From an optimization exercise on the open Yosys and OpenROAD flow, aimed at small area; shortcuts taken in it are not production practice. Function was checked by simulation only, so behaviour that the tests miss may differ from the original.

==> inputs of run a <==
## cnn_top
module cnn_top (
    input clk,
    input rst_n,
    input mode_i,
    input mem_ram_dest_i,
    input [12:0] mem_ram_adr_i,
    input [4:0] mem_ram_adr_offset_i,
    input mem_ram_data_en_i,
    input [11:0] mem_ram_data_i,
    input ecg_ready_i,
    output ecg_predict_en_o,
    input signed [11:0] ecg_data_i,
    output [1:0] ecg_predict_label_o,
    output [23:0] ecg_predict_score_o
);
localparam NW = 48;      
integer k, t, e;
function [20:0] radd;        
    input [20:0] a, b;
    input ci;
    integer i;
    reg c;
    begin
        c = ci;
        for (i = 0; i < 21; i = i + 1) begin
            radd[i] = a[i] ^ b[i] ^ c;
            c = (a[i] & b[i]) | (a[i] & c) | (b[i] & c);
        end
    end
endfunction
function gt12;               
    input [11:0] a, b;
    integer i;
    reg c;
    begin
        c = 1'b1;            
        for (i = 0; i < 12; i = i + 1)
            c = (b[i] & ~a[i]) | (b[i] & c) | (~a[i] & c);
        gt12 = ~c;
    end
endfunction
reg [6:0] ph;
always @(posedge clk or negedge rst_n) begin
    if (!rst_n)
        ph <= 7'd0;
    else
        ph <= (ph == NW-1) ? 7'd0 : ph + 7'd1;
end
wire wr    = mode_i & mem_ram_data_en_i;
wire wr_w  = wr & mem_ram_dest_i;
wire wr_b  = wr & ~mem_ram_dest_i;
wire [7:0] tgt_raw = {1'b0, mem_ram_adr_i[6:0]} + 8'd47 - {1'b0, ph};
wire [6:0] tgt = (tgt_raw >= 8'd48) ? (tgt_raw - 8'd48) : tgt_raw[6:0];
  ...
Settings: LEC_CHECK=0, ABC_AREA=1, CAP_MARGIN=20, CORE_MARGIN=2, CORE_UTILIZATION=55, CTS_CLUSTER_DIAMETER=100, CTS_CLUSTER_SIZE=25, PLACE_DENSITY=0.7, SLEW_MARGIN=20; clock period 20.0 ns.
run.sh (not shown) runs the stock make flow with config.mk's settings and CLKGATE_MAP_FILE= SYNTH_SCRIPT=/design/flow/synth_recipe.tcl, a recipe that flattens the netlist after the stock synthesis.
==> run b (differences from run a) <==
--- a/flow/design.v
+++ b/flow/design.v
@@ -1432,21 +1432,21 @@
 wire [11:0] fcw_now = fring[11:0];
 reg run, fcrun;             
 wire mac_free = ~run & ~fcrun;
 reg [11:0] dt [0:15];       
 reg [2:0]  dvc [0:3];       
 reg [3:0]  dcnt;            
 reg        dbusy;           
 reg [2:0]  des;             
-reg [11:0] sq [0:3];
+reg [11:0] sq [0:2];
 reg [1:0]  sq_wr, sq_rd;
-reg [2:0]  sq_n;
+reg [1:0]  sq_n;
 wire din_en = ecg_ready_i & ~mode_i;
-wire sq_pop = ~dbusy & (sq_n != 3'd0);
+wire sq_pop = ~dbusy & (sq_n != 2'd0);
 wire deval = dbusy & mac_free;          
 wire [11:0] dy;                         
 wire [3:0] dev;
 assign dev[0] = sq_pop;
 assign dev[1] = deval & (des == 3'd0);
 assign dev[2] = deval & (des == 3'd1);
 assign dev[3] = deval & (des == 3'd2);
 wire a_out_en = deval & (des == 3'd3);
@@ -1466,30 +1466,30 @@
     if (!rst_n) begin
         for (k = 0; k < 4; k = k + 1)
             dvc[k] <= 3'd0;
         dcnt  <= 4'b0010;
         dbusy <= 1'b0;
         des   <= 3'd0;
         sq_wr <= 2'd0;
         sq_rd <= 2'd0;
-        sq_n  <= 3'd0;
+        sq_n  <= 2'd0;
     end
     else begin
         for (k = 0; k < 4; k = k + 1)
             if (dev[k]) begin
                 dcnt[k] <= ~dcnt[k];
                 if (dvc[k] != 3'd4)
                     dvc[k] <= dvc[k] + 3'd1;
             end
         if (din_en)
-            sq_wr <= sq_wr + 2'd1;
+            sq_wr <= (sq_wr == 2'd2) ? 2'd0 : sq_wr + 2'd1;
         if (sq_pop)
-            sq_rd <= sq_rd + 2'd1;
-        sq_n <= sq_n + {2'd0, din_en} - {2'd0, sq_pop};
+            sq_rd <= (sq_rd == 2'd2) ? 2'd0 : sq_rd + 2'd1;
+        sq_n <= sq_n + {1'b0, din_en} - {1'b0, sq_pop};
         if (sq_pop) begin
             if (dcnt[0]) begin
                 dbusy <= 1'b1;
                 des   <= 3'd0;
             end
         end
         else if (deval) begin
             if (des == 3'd3)
@@ -1498,20 +1498,26 @@
                 dbusy <= 1'b0;
             else if (dcnt[des+1])
                 des <= des + 3'd1;
             else
                 dbusy <= 1'b0;
         end
     end
 end
-reg [11:0] f1 [0:9];        
-reg [10:0] f2 [0:19];       
-reg [10:0] f3 [0:19];
-reg [10:0] f4 [0:19];
+reg [11:0] f1 [0:1];        
+reg [10:0] f2 [0:3];        
+reg [10:0] f3 [0:3];
+reg [10:0] f4 [0:3];
+reg [11:0] r1 [0:7];        
+reg [10:0] r2 [0:15];       
+reg [10:0] r3 [0:15];
+reg [10:0] r4 [0:15];
+reg [3:0] pw;               
+reg pwin;                   
 reg [10:0] f5 [0:3];        
 reg [2:0] c1, c2, c3, c4;   
 reg [1:0] c5;               
 reg [1:0] pc1, pc2, pc3, pc4;
 reg pend, fc_out, u4b, pdone;
 reg fpass;
 wire start = (ph == NW-1) & (pend | d_out_en);
 wire act2 = (pc1 == 2'd1);
@@ -1570,28 +1576,34 @@
     xs[0] = run & l1 & ~ph[0];
     xs[1] = run & l1 &  ph[0];
     for (k = 0; k < 4; k = k + 1) begin
         xs[2+k]  = run & l2 & (ph[1:0] == k);
         xs[6+k]  = run & l3 & (ph[1:0] == k);
         xs[10+k] = run & l4 & (ph[1:0] == k);
     end
 end
+reg [11:0] xq [0:3];
+reg [11:0] xe0;
+wire xr1 = run & l1, xr2 = run & l2, xr3 = run & l3, xr4 = run & l4;
+always @(*) begin
+    xe0 = (f1[0] & {12{xr1}}) | (f2[0] & {12{xr2}}) | (f3[0] & {12{xr3}}) | (f4[0] & {12{xr4}});
+    for (e = 0; e < 4; e = e + 1)
+        xq[e] = (r1[e] & {12{xr1}}) | (r2[e] & {12{xr2}}) | (r3[e] & {12{xr3}}) | (r4[e] & {12{xr4}});
+end
+wire [2:0] csel = l1 ? c1 : l2 ? c2 : l3 ? c3 : c4;
 always @(*) begin
     for (e = 0; e < 5; e = e + 1) begin
-        xl[e] = (e == 0 && fcrun) ? fcx : 12'd0;
-        for (k = 0; k < 2; k = k + 1)
-            xl[e] = xl[e] | (f1[5*k+e] & {12{xs[k] & (e < c1)}});
-        for (k = 0; k < 4; k = k + 1) begin
-            xl[e] = xl[e] | (f2[5*k+e] & {12{xs[2+k] & (e < c2)}});
-            xl[e] = xl[e] | (f3[5*k+e] & {12{xs[6+k] & (e < c3)}});
-            xl[e] = xl[e] | (f4[5*k+e] & {12{xs[10+k] & (e < c4)}});
+        if (e == 0)
+            xl[e] = ((csel != 3'd0) ? xe0 : 12'd0) | (fcrun ? fcx : 12'd0);
+        else
+            xl[e] = (e < csel) ? xq[e-1] : 12'd0;
+        for (k = 0; k < 4; k = k + 1)
             if (e < 4)
                 xl[e] = xl[e] | (dt[4*k+e] & {12{deval & (dline == k) & (e < dvc[k])}});
-        end
     end
 end
 wire [11:0] w4 = fcrun ? fcw_now : wword[48 +: 12];
 wire dhp = (des == 3'd4);
 wire [11:0] mw0 = ~deval ? w4              : dhp ? -12'sd124 : -12'sd33;
 wire [11:0] mw1 = ~deval ? wword[36 +: 12] : dhp ?  12'sd214 :  12'sd57;
 wire [11:0] mw2 = ~deval ? wword[24 +: 12] : dhp ? -12'sd57  :  12'sd214;
 wire [11:0] mw3 = ~deval ? wword[12 +: 12] : dhp ? -12'sd33  :  12'sd124;
@@ -1614,61 +1626,68 @@
 wire u5 = fcrun & (ph == 7'd2);                                            
 wire [1:0] uo = u1 ? (ph[2:1] - 2'd1) : u2 ? (ph[3:2] - 2'd3) : u3 ? (ph[3:2] - 2'd3) : {1'b0, u4b};
 wire [1:0] upc = u1 ? pc1 : u2 ? pc2 : u3 ? pc3 : pc4;
 wire ustart = (upc == 2'd2);
 reg [11:0] ucur;
 always @(*) begin
     ucur = u4b ? f5[3] : f5[0];
     for (k = 0; k < 4; k = k + 1) begin
-        if (u1 && uo == k) ucur = f2[5*k];
-        if (u2 && uo == k) ucur = f3[5*k];
-        if (u3 && uo == k) ucur = f4[5*k];
+        if (u1 && ((uo - ph[1:0]) & 2'd3) == k) ucur = f2[k];
+        if (u2 && ((uo - ph[1:0]) & 2'd3) == k) ucur = f3[k];
+        if (u3 && ((uo - ph[1:0]) & 2'd3) == k) ucur = f4[k];
     end
 end
 wire [11:0] umax = (ustart || gt12(relu, ucur)) ? relu : ucur;
+wire push1 = pwin & pw[0] & ~ph[1];         
+wire push2 = pwin & pw[1];
+wire push3 = pwin & pw[2];
+wire push4 = pwin & pw[3];
+wire [11:0] pv1 = f1[1];         
+wire [10:0] pv2 = f2[1];
+wire [10:0] pv3 = f3[1];
+wire [10:0] pv4 = f4[1];
+wire [1:0] uj = uo - ph[1:0] - 2'd1;
 always @(posedge clk) begin
     for (k = 0; k < 4; k = k + 1) begin
-        if (u1 && uo == k) begin
-            if (ustart)
-                for (e = 4; e > 0; e = e - 1)
-                    f2[5*k+e] <= f2[5*k+e-1];
-            f2[5*k] <= umax;
-        end
-        if (u2 && uo == k) begin
-            if (ustart)
-                for (e = 4; e > 0; e = e - 1)
-                    f3[5*k+e] <= f3[5*k+e-1];
-            f3[5*k] <= umax;
-        end
-        if (u3 && uo == k) begin
-            if (ustart)
-                for (e = 4; e > 0; e = e - 1)
-                    f4[5*k+e] <= f4[5*k+e-1];
-            f4[5*k] <= umax;
-        end
+        f2[k] <= (u1 && uj == k) ? umax : f2[(k+1)%4];
+        f3[k] <= (u2 && uj == k) ? umax : f3[(k+1)%4];
+        f4[k] <= (u3 && uj == k) ? umax : f4[(k+1)%4];
     end
     if (u4a) begin
         if (ustart) begin
             f5[2] <= f5[1];
             f5[1] <= f5[0];
         end
         f5[0] <= umax;
     end
     if (u4b)
         f5[3] <= umax;
-    if (a_out_en) begin
-        for (e = 4; e > 0; e = e - 1)
-            f1[e] <= f1[e-1];
-        f1[0] <= dy;
-    end
-    if (d_out_en) begin
-        for (e = 4; e > 0; e = e - 1)
-            f1[5+e] <= f1[5+e-1];
-        f1[5] <= dy;
+    f1[0] <= ((a_out_en && ph[0]) || (d_out_en && !ph[0])) ? dy : f1[1];
+    f1[1] <= ((a_out_en && !ph[0]) || (d_out_en && ph[0])) ? dy : f1[0];
+    for (k = 0; k < 8; k = k + 1)
+        r1[k] <= (k == 0 && push1) ? pv1 : (k < 4 && push1) ? r1[k+3] : r1[(k+4)%8];
+    for (k = 0; k < 16; k = k + 1) begin
+        r2[k] <= (k == 0 && push2) ? pv2 : (k < 4 && push2) ? r2[k+3] : r2[(k+4)%16];
+        r3[k] <= (k == 0 && push3) ? pv3 : (k < 4 && push3) ? r3[k+3] : r3[(k+4)%16];
+        r4[k] <= (k == 0 && push4) ? pv4 : (k < 4 && push4) ? r4[k+3] : r4[(k+4)%16];
+    end
+end
+always @(posedge clk or negedge rst_n) begin
+    if (!rst_n) begin
+        pw <= 4'd0;
+        pwin <= 1'b0;
+    end
+    else begin
+        if (run & (ph == NW-1)) begin
+            pw <= {act4, act3, act2, 1'b1};
+            pwin <= 1'b1;
+        end
+        else if (ph == 7'd3)
+            pwin <= 1'b0;
     end
 end
 always @(posedge clk or negedge rst_n) begin
     if (!rst_n) begin
         c1 <= 3'd0; c2 <= 3'd0; c3 <= 3'd0; c4 <= 3'd0; c5 <= 2'd0;
     end
     else begin
         if (d_out_en && c1 != 3'd5) c1 <= c1 + 3'd1;
==> flow/config.mk (replaced) <==
export PLATFORM = sky130hd
export DESIGN_NAME = cnn_top
export DESIGN_NICKNAME = cnn_top
export VERILOG_FILES = /design/flow/design.v
export SDC_FILE = /design/flow/constraint.sdc
export NUM_CORES = 4
export LEC_CHECK = 0
export ABC_AREA = 1
export CAP_MARGIN = 20
export CORE_MARGIN = 2
export CORE_UTILIZATION = 55
export CTS_CLUSTER_DIAMETER = 90
export CTS_CLUSTER_SIZE = 28
export PLACE_DENSITY = 0.7
export SLEW_MARGIN = 20
==> run c (differences from run a) <==
--- a/flow/design.v
+++ b/flow/design.v
@@ -1427,69 +1427,66 @@
         if ((k % 2 == 0) && fwr && (ftgt == k))
             fring[k*12 +: 12] <= mem_ram_data_i;
         else
             fring[k*12 +: 12] <= fring[((k+1)%4)*12 +: 12];
 end
 wire [11:0] fcw_now = fring[11:0];
 reg run, fcrun;             
 wire mac_free = ~run & ~fcrun;
-reg [11:0] dt [0:15];       
+reg [11:0] dt [0:15];
 reg [2:0]  dvc [0:3];       
 reg [3:0]  dcnt;            
 reg        dbusy;           
 reg [2:0]  des;             
-reg [11:0] sq [0:3];
+reg [11:0] sq [0:2];
 reg [1:0]  sq_wr, sq_rd;
-reg [2:0]  sq_n;
+reg [1:0]  sq_n;
 wire din_en = ecg_ready_i & ~mode_i;
-wire sq_pop = ~dbusy & (sq_n != 3'd0);
-wire deval = dbusy & mac_free;          
+wire sq_pop = ~dbusy & (sq_n != 2'd0) & (ph[1:0] == 2'd3);    
+wire [1:0] dln = (des == 3'd4) ? 2'd3 : des[1:0];                
+wire deval = dbusy & mac_free & (ph[1:0] == dln);   
 wire [11:0] dy;                         
 wire [3:0] dev;
 assign dev[0] = sq_pop;
 assign dev[1] = deval & (des == 3'd0);
 assign dev[2] = deval & (des == 3'd1);
 assign dev[3] = deval & (des == 3'd2);
 wire a_out_en = deval & (des == 3'd3);
 wire d_out_en = deval & (des == 3'd4);
 always @(posedge clk) begin
     if (din_en)
         sq[sq_wr] <= ecg_data_i;
-    for (k = 0; k < 4; k = k + 1)
-        if (dev[k]) begin
-            dt[4*k+3] <= dt[4*k+2];
-            dt[4*k+2] <= dt[4*k+1];
-            dt[4*k+1] <= dt[4*k+0];
-            dt[4*k+0] <= (k == 0) ? sq[sq_rd] : dy;
-        end
+    for (k = 0; k < 16; k = k + 1)
+        dt[k] <= (k == 0 && dev != 4'd0) ? (dev[0] ? sq[sq_rd] : dy) :
+                 (k < 4 && dev != 4'd0) ? dt[k+3] : dt[(k+4)%16];
 end
 always @(posedge clk or negedge rst_n) begin
     if (!rst_n) begin
         for (k = 0; k < 4; k = k + 1)
             dvc[k] <= 3'd0;
         dcnt  <= 4'b0010;
         dbusy <= 1'b0;
         des   <= 3'd0;
         sq_wr <= 2'd0;
         sq_rd <= 2'd0;
-        sq_n  <= 3'd0;
+        sq_n  <= 2'd0;
     end
     else begin
         for (k = 0; k < 4; k = k + 1)
             if (dev[k]) begin
                 dcnt[k] <= ~dcnt[k];
                 if (dvc[k] != 3'd4)
                     dvc[k] <= dvc[k] + 3'd1;
             end
         if (din_en)
-            sq_wr <= sq_wr + 2'd1;
+            sq_wr <= (sq_wr == 2'd2) ? 2'd0 : sq_wr + 2'd1;
         if (sq_pop)
-            sq_rd <= sq_rd + 2'd1;
-        sq_n <= sq_n + {2'd0, din_en} - {2'd0, sq_pop};
+            sq_rd <= (sq_rd == 2'd2) ? 2'd0 : sq_rd + 2'd1;
+        sq_n <= sq_n + {1'b0, din_en} - {1'b0, sq_pop};
         if (sq_pop) begin
             if (dcnt[0]) begin
                 dbusy <= 1'b1;
                 des   <= 3'd0;
             end
         end
         else if (deval) begin
             if (des == 3'd3)
@@ -1498,20 +1495,26 @@
                 dbusy <= 1'b0;
             else if (dcnt[des+1])
                 des <= des + 3'd1;
             else
                 dbusy <= 1'b0;
         end
     end
 end
-reg [11:0] f1 [0:9];        
-reg [10:0] f2 [0:19];       
-reg [10:0] f3 [0:19];
-reg [10:0] f4 [0:19];
+reg [11:0] f1 [0:1];        
+reg [10:0] f2 [0:3];        
+reg [10:0] f3 [0:3];
+reg [10:0] f4 [0:3];
+reg [11:0] r1 [0:7];        
+reg [10:0] r2 [0:15];       
+reg [10:0] r3 [0:15];
+reg [10:0] r4 [0:15];
+reg [3:0] pw;               
+reg pwin;                   
 reg [10:0] f5 [0:3];        
 reg [2:0] c1, c2, c3, c4;   
 reg [1:0] c5;               
 reg [1:0] pc1, pc2, pc3, pc4;
 reg pend, fc_out, u4b, pdone;
 reg fpass;
 wire start = (ph == NW-1) & (pend | d_out_en);
 wire act2 = (pc1 == 2'd1);
@@ -1560,38 +1563,42 @@
 wire cbadd = run & ((ph == 7'd0) | (ph == 7'd2) | (ph == 7'd4) | (ph == 7'd6) | (ph == 7'd8) | (ph == 7'd13) |
                     (ph == 7'd17) | (ph == 7'd21) | (ph == 7'd25) | (ph == 7'd30) | (ph == 7'd35) | (ph == 7'd39) |
                     (ph == 7'd42) | (ph == 7'd47));
 wire [11:0] bterm = fcrun ? (((ph[1:0] == 2'd1) | (ph[1:0] == 2'd2)) ? fcb_now : 12'd0) : (cbadd ? cbias : 12'd0);
 reg [11:0] xl [0:4];
 wire [11:0] fcx = ph[0] ? f5[3] : ((c5 == 2'd3) ? f5[2] : 12'd0);
 wire l4 = ~l1 & ~l2 & ~l3;
 reg [13:0] xs;
-wire [1:0] dline = (des == 3'd4) ? 2'd3 : des[1:0];
 always @(*) begin
     xs[0] = run & l1 & ~ph[0];
     xs[1] = run & l1 &  ph[0];
     for (k = 0; k < 4; k = k + 1) begin
         xs[2+k]  = run & l2 & (ph[1:0] == k);
         xs[6+k]  = run & l3 & (ph[1:0] == k);
         xs[10+k] = run & l4 & (ph[1:0] == k);
     end
 end
+reg [11:0] xq [0:3];
+reg [11:0] xe0;
+wire xr1 = run & l1, xr2 = run & l2, xr3 = run & l3, xr4 = run & l4;
+always @(*) begin
+    xe0 = (f1[0] & {12{xr1}}) | (f2[0] & {12{xr2}}) | (f3[0] & {12{xr3}}) | (f4[0] & {12{xr4}});
+    for (e = 0; e < 4; e = e + 1)
+        xq[e] = (r1[e] & {12{xr1}}) | (r2[e] & {12{xr2}}) | (r3[e] & {12{xr3}}) | (r4[e] & {12{xr4}});
+end
+wire [2:0] csel = l1 ? c1 : l2 ? c2 : l3 ? c3 : c4;
 always @(*) begin
     for (e = 0; e < 5; e = e + 1) begin
-        xl[e] = (e == 0 && fcrun) ? fcx : 12'd0;
-        for (k = 0; k < 2; k = k + 1)
-            xl[e] = xl[e] | (f1[5*k+e] & {12{xs[k] & (e < c1)}});
-        for (k = 0; k < 4; k = k + 1) begin
-            xl[e] = xl[e] | (f2[5*k+e] & {12{xs[2+k] & (e < c2)}});
-            xl[e] = xl[e] | (f3[5*k+e] & {12{xs[6+k] & (e < c3)}});
-            xl[e] = xl[e] | (f4[5*k+e] & {12{xs[10+k] & (e < c4)}});
-            if (e < 4)
-                xl[e] = xl[e] | (dt[4*k+e] & {12{deval & (dline == k) & (e < dvc[k])}});
-        end
+        if (e == 0)
+            xl[e] = ((csel != 3'd0) ? xe0 : 12'd0) | (fcrun ? fcx : 12'd0);
+        else
+            xl[e] = (e < csel) ? xq[e-1] : 12'd0;
+        if (e < 4)
+            xl[e] = xl[e] | (dt[e] & {12{deval & (e < dvc[dln])}});
     end
 end
 wire [11:0] w4 = fcrun ? fcw_now : wword[48 +: 12];
 wire dhp = (des == 3'd4);
 wire [11:0] mw0 = ~deval ? w4              : dhp ? -12'sd124 : -12'sd33;
 wire [11:0] mw1 = ~deval ? wword[36 +: 12] : dhp ?  12'sd214 :  12'sd57;
 wire [11:0] mw2 = ~deval ? wword[24 +: 12] : dhp ? -12'sd57  :  12'sd214;
 wire [11:0] mw3 = ~deval ? wword[12 +: 12] : dhp ? -12'sd33  :  12'sd124;
@@ -1614,61 +1621,68 @@
 wire u5 = fcrun & (ph == 7'd2);                                            
 wire [1:0] uo = u1 ? (ph[2:1] - 2'd1) : u2 ? (ph[3:2] - 2'd3) : u3 ? (ph[3:2] - 2'd3) : {1'b0, u4b};
 wire [1:0] upc = u1 ? pc1 : u2 ? pc2 : u3 ? pc3 : pc4;
 wire ustart = (upc == 2'd2);
 reg [11:0] ucur;
 always @(*) begin
     ucur = u4b ? f5[3] : f5[0];
     for (k = 0; k < 4; k = k + 1) begin
-        if (u1 && uo == k) ucur = f2[5*k];
-        if (u2 && uo == k) ucur = f3[5*k];
-        if (u3 && uo == k) ucur = f4[5*k];
+        if (u1 && ((uo - ph[1:0]) & 2'd3) == k) ucur = f2[k];
+        if (u2 && ((uo - ph[1:0]) & 2'd3) == k) ucur = f3[k];
+        if (u3 && ((uo - ph[1:0]) & 2'd3) == k) ucur = f4[k];
     end
 end
 wire [11:0] umax = (ustart || gt12(relu, ucur)) ? relu : ucur;
+wire push1 = pwin & pw[0] & ~ph[1];         
+wire push2 = pwin & pw[1];
+wire push3 = pwin & pw[2];
+wire push4 = pwin & pw[3];
+wire [11:0] pv1 = f1[1];         
+wire [10:0] pv2 = f2[1];
+wire [10:0] pv3 = f3[1];
+wire [10:0] pv4 = f4[1];
+wire [1:0] uj = uo - ph[1:0] - 2'd1;
 always @(posedge clk) begin
     for (k = 0; k < 4; k = k + 1) begin
-        if (u1 && uo == k) begin
-            if (ustart)
-                for (e = 4; e > 0; e = e - 1)
-                    f2[5*k+e] <= f2[5*k+e-1];
-            f2[5*k] <= umax;
-        end
-        if (u2 && uo == k) begin
-            if (ustart)
-                for (e = 4; e > 0; e = e - 1)
-                    f3[5*k+e] <= f3[5*k+e-1];
-            f3[5*k] <= umax;
-        end
-        if (u3 && uo == k) begin
-            if (ustart)
-                for (e = 4; e > 0; e = e - 1)
-                    f4[5*k+e] <= f4[5*k+e-1];
-            f4[5*k] <= umax;
-        end
+        f2[k] <= (u1 && uj == k) ? umax : f2[(k+1)%4];
+        f3[k] <= (u2 && uj == k) ? umax : f3[(k+1)%4];
+        f4[k] <= (u3 && uj == k) ? umax : f4[(k+1)%4];
     end
     if (u4a) begin
         if (ustart) begin
             f5[2] <= f5[1];
             f5[1] <= f5[0];
         end
         f5[0] <= umax;
     end
     if (u4b)
         f5[3] <= umax;
-    if (a_out_en) begin
-        for (e = 4; e > 0; e = e - 1)
-            f1[e] <= f1[e-1];
-        f1[0] <= dy;
-    end
-    if (d_out_en) begin
-        for (e = 4; e > 0; e = e - 1)
-            f1[5+e] <= f1[5+e-1];
-        f1[5] <= dy;
+    f1[0] <= ((a_out_en && ph[0]) || (d_out_en && !ph[0])) ? dy : f1[1];
+    f1[1] <= ((a_out_en && !ph[0]) || (d_out_en && ph[0])) ? dy : f1[0];
+    for (k = 0; k < 8; k = k + 1)
+        r1[k] <= (k == 0 && push1) ? pv1 : (k < 4 && push1) ? r1[k+3] : r1[(k+4)%8];
+    for (k = 0; k < 16; k = k + 1) begin
+        r2[k] <= (k == 0 && push2) ? pv2 : (k < 4 && push2) ? r2[k+3] : r2[(k+4)%16];
+        r3[k] <= (k == 0 && push3) ? pv3 : (k < 4 && push3) ? r3[k+3] : r3[(k+4)%16];
+        r4[k] <= (k == 0 && push4) ? pv4 : (k < 4 && push4) ? r4[k+3] : r4[(k+4)%16];
+    end
+end
+always @(posedge clk or negedge rst_n) begin
+    if (!rst_n) begin
+        pw <= 4'd0;
+        pwin <= 1'b0;
+    end
+    else begin
+        if (run & (ph == NW-1)) begin
+            pw <= {act4, act3, act2, 1'b1};
+            pwin <= 1'b1;
+        end
+        else if (ph == 7'd3)
+            pwin <= 1'b0;
     end
 end
 always @(posedge clk or negedge rst_n) begin
     if (!rst_n) begin
         c1 <= 3'd0; c2 <= 3'd0; c3 <= 3'd0; c4 <= 3'd0; c5 <= 2'd0;
     end
     else begin
         if (d_out_en && c1 != 3'd5) c1 <= c1 + 3'd1;
==> flow/config.mk (replaced) <==
export PLATFORM = sky130hd
export DESIGN_NAME = cnn_top
export DESIGN_NICKNAME = cnn_top
export VERILOG_FILES = /design/flow/design.v
export SDC_FILE = /design/flow/constraint.sdc
export NUM_CORES = 4
export LEC_CHECK = 0
export ABC_AREA = 1
export CAP_MARGIN = 20
export CORE_MARGIN = 2
export CORE_UTILIZATION = 55
export CTS_CLUSTER_DIAMETER = 90
export CTS_CLUSTER_SIZE = 28
export PLACE_DENSITY = 0.7
export SLEW_MARGIN = 20
==> summary of the runs <==
Run b completed, yet does not pass: antenna rules. Run a finished with timing, DRC and antenna clean. Run c completed without violations. Of run c and run a, run c has the higher fmax (gap 4.8%, measured against run a). The highest hold slack belongs to run b, the lowest to run a. In run c the global-route usage is lower than in run b, by 1.8 points. Count of clock-buffer cells in the layout, highest first: run a, run b, run c. The highest non-clock buffer count belongs to run a, the lowest to run c.
==> figures <==
Via/cell ratio: run a 5.63; run c 5.29; run b 5.38
Total half-perimeter wirelength after legalization and detailed placement: run a 294 mm; run c 210 mm; run b 231 mm
Run status: run a no timing/DRC/antenna violations; run c no timing/DRC/antenna violations; run b finished with violations
Layout check failures: run a -; run c -; run b antenna rules
Tcrit/Tclk final: run a 89.4%; run c 85.3%; run b 86.3%
Via count: run a 89,600; run c 82,800; run b 85,000
WP data required: run a 20,770 ps; run c 20,750 ps; run b 20,750 ps
Fraction of area in registers: run a 63.2%; run c 61.0%; run b 61.4%
Tapcell count: run a 3,402; run c 3,202; run b 3,220
FF+latch area: run a 96,600 sq um; run c 86,600 sq um; run b 88,600 sq um
Fraction of the yosys area taken by sequential cells: run a 67.6%; run c 64.7%; run b 65.2%
Antenna diode count: run a 5; run c 7; run b 16
Metal-1 WL: run a 196 mm; run c 144 mm; run b 165 mm
Fill cells: run a 20,800; run c 20,300; run b 20,200

==> port drivers added, routing unchanged <==
The results above use ideal ports. As a check the final layouts listed here were re-extracted and re-timed, cells and wires unchanged.
Step 1, drivers: a clkbuf_16 drives clk and a buf_2 each remaining input, both assumed.
Step 2 times the ports against the registers' clock, not the clock port: input delays grow and output delays shrink by t, the midpoint of the rising clock arrivals with the driver on.
Slacks: ideal / step 1 / step 2; pairs: ideal / step 1.
run	shift t [ns]	slack for setup (ns)	latest minus earliest clock arrival (ns)	cell pins on the clock port's net
run a	0.978	2.121 / 2.121 / 2.121	0.118 / 0.118	1
run b	0.955	2.748 / 2.748 / 2.748	0.062 / 0.062	1
run c	0.964	2.941 / 2.941 / 2.941	0.075 / 0.075	1
